What follows belongs to an exercise in optimizing a design on an open flow for small area; a production flow would make more cautious choices.
Function was checked by simulation only, so behaviour that the tests miss may differ from the original.

==> flow/design.v <==
module ParkingController (
    input clk,
    input rst,
    input car_entered,
    input is_uni_car_entered,
    input car_exited,
    input is_uni_car_exited,
    output [9:0] uni_parked_cars,
    output [9:0] parked_cars,
    output [9:0] uni_vacated_space,
    output [9:0] vacated_space,
    output uni_is_vacated_space,
    output is_vacated_space
);
reg [11:0] s;
reg [4:0]  g;
reg [8:0]  q, p;
function [8:0] rsub;
    input [8:0] k, x;
    integer i;
    reg b;
    begin
        b = 1'b0;
        for (i = 0; i < 9; i = i + 1) begin
            rsub[i] = k[i] ^ x[i] ^ b;
            b = (~k[i] & (x[i] | b)) | (x[i] & b);
        end
    end
endfunction
function [8:0] rud;
    input [8:0] x;
    input up, dn;
    integer i;
    reg c;
    begin
        c = up;
        for (i = 0; i < 9; i = i + 1) begin
            rud[i] = x[i] ^ dn ^ c;
            c = (x[i] & dn) | (x[i] & c) | (dn & c);
        end
    end
endfunction
function lt;
    input [8:0] x, k;
    integer i;
    reg eq;
    begin
        lt = 1'b0;
        eq = 1'b1;
        for (i = 8; i >= 0; i = i - 1) begin
            lt = lt | (eq & k[i] & ~x[i]);
            eq = eq & ~(k[i] ^ x[i]);
        end
    end
endfunction
function [11:0] inc12;
    input [11:0] x;
    integer i;
    reg c;
    begin
        c = 1'b1;
        for (i = 0; i < 12; i = i + 1) begin
            inc12[i] = x[i] ^ c;
            c = x[i] & c;
        end
    end
endfunction
wire swrap = &{s[11:9], s[3:0]};    
wire h12 = ~g[4] & (g[3:0] == 4'd12);
wire h13 = ~g[4] & (g[3:0] == 4'd13);
wire h14 = ~g[4] & (g[3:0] == 4'd14);
wire h15 = ~g[4] & (g[3:0] == 4'd15);
wire [8:0] c_d = g[4] ? 9'd500 : h13 ? 9'd250 : h14 ? 9'd300 : h15 ? 9'd350 : 9'd200;
wire [8:0] u_d = g[4] ? 9'd200 : h13 ? 9'd450 : h14 ? 9'd400 : h15 ? 9'd350 : 9'd500;
wire [8:0] fu = rsub(u_d, q);
wire [8:0] fo = rsub(c_d, p);
wire nzu = |fu;
wire nzo = |fo;
wire tu50  = swrap & (h12 | h13 | h14);
wire tu150 = swrap & h15;
wire tu300 = swrap & (&g);
wire [8:0] un = h12 ? 9'd450 : h13 ? 9'd400 : h14 ? 9'd350 : 9'd200;
wire eu = car_entered & is_uni_car_entered;
wire eo = car_entered & ~is_uni_car_entered;
wire xu = car_exited & is_uni_car_exited;
wire xo = car_exited & ~is_uni_car_exited;
wire u_clamp = (tu50 & lt(fu, 9'd50)) | (tu150 & lt(fu, 9'd150));
wire u_ok = tu50 ? ~lt(fu, 9'd51) : tu150 ? ~lt(fu, 9'd151) : (nzu | tu300);
wire u_inc = eu & u_ok;
wire u_up = u_inc & ~xu;
wire u_dn = ~u_inc & xu & (|q);
wire o_clamp = tu300 & lt(fo, 9'd300);
wire o_ok = tu300 ? ~lt(fo, 9'd301) : (nzo | swrap & (h12 | h13 | h14 | h15));
wire o_inc = eo & o_ok;
wire o_up = o_inc & ~xo;
wire o_dn = ~o_inc & xo & (|p);
wire [8:0] un_x = un - {8'd0, xu};
always @(posedge clk) begin
    if (rst) begin
        s <= 12'd3599;
        g <= 5'd7;
        q <= 9'd0;
        p <= 9'd0;
    end else begin
        s <= swrap ? 12'd0 : inc12(s);
        if (swrap) g <= (g + 5'd1) | {1'b0, &g, 3'b0};
        q <= u_clamp ? un_x : rud(q, u_up, u_dn);
        p <= o_clamp ? (xo ? 9'd199 : 9'd200) : rud(p, o_up, o_dn);
    end
end
assign uni_parked_cars = {1'b0, q};
assign parked_cars = {1'b0, p};
assign uni_vacated_space = {1'b0, fu};
assign vacated_space = {1'b0, fo};
assign uni_is_vacated_space = nzu;
assign is_vacated_space = nzo;
endmodule
export LEC_CHECK = 0
export ABC_AREA = 1
export CAP_MARGIN = 20
export CORE_MARGIN = 2
export CORE_UTILIZATION = 40
export SLEW_MARGIN = 20
create_clock -name core_clock -period 35.0 [get_ports {clk}]
run.sh (not shown) runs the stock make flow with config.mk's settings and CLKGATE_MAP_FILE= SYNTH_SCRIPT=/design/flow/synth_recipe.tcl, a recipe that flattens the netlist after the stock synthesis.
The first run went through all stages and came out clean.
Next try:
==> flow/flow/run.sh (new file) <==
#!/bin/bash
bash standard.sh > standard.log 2>&1
==> flow/standard.sh (new file) <==
#!/bin/bash
# synth_recipe.tcl (not shown) runs the flow's synth.tcl, then flattens the netlist and writes it again
# the make line also repeats each setting of config.mk as NAME=value (left out here)
make -C /OpenROAD-flow-scripts/flow DESIGN_CONFIG=/design/flow/config.mk WORK_HOME=/design/flow/orfs CLKGATE_MAP_FILE= SYNTH_SCRIPT=/design/flow/synth_recipe.tcl "${@:-finish}"
removed: flow/run.sh
After rerunning:
- The changed run went through all stages and came out clean
- final cell count stays the same
- setup slack stays the same
- design area stays the same

-- static timing again, ports no longer ideal --
How much do the figures lean on ideal ports? The routed layouts below were timed once more, with nothing changed but the port constraints. Step 1, drivers: a clkbuf_16 drives clk and a buf_2 each remaining input, both assumed. Step 2 times the ports against the registers' clock, not the clock port: input delays grow and output delays shrink by t, the midpoint of the rising clock arrivals with the driver on. Three values: ideal ports, drivers, drivers and shift; two values: the first two.
run | t (ns) | setup slack, ns | hold WS [ns] | worst register clock-pin slew, ns | worst slew at a driven data input, ns
the first run | 0.314 | 22.465 / 22.436 / 22.749 | 0.499 / 0.499 / 0.499 | 0.08 / 0.08 | 0.04
the second run | 0.314 | 22.465 / 22.436 / 22.749 | 0.499 / 0.499 / 0.499 | 0.08 / 0.08 | 0.04
After both steps every run listed still meets setup and hold.
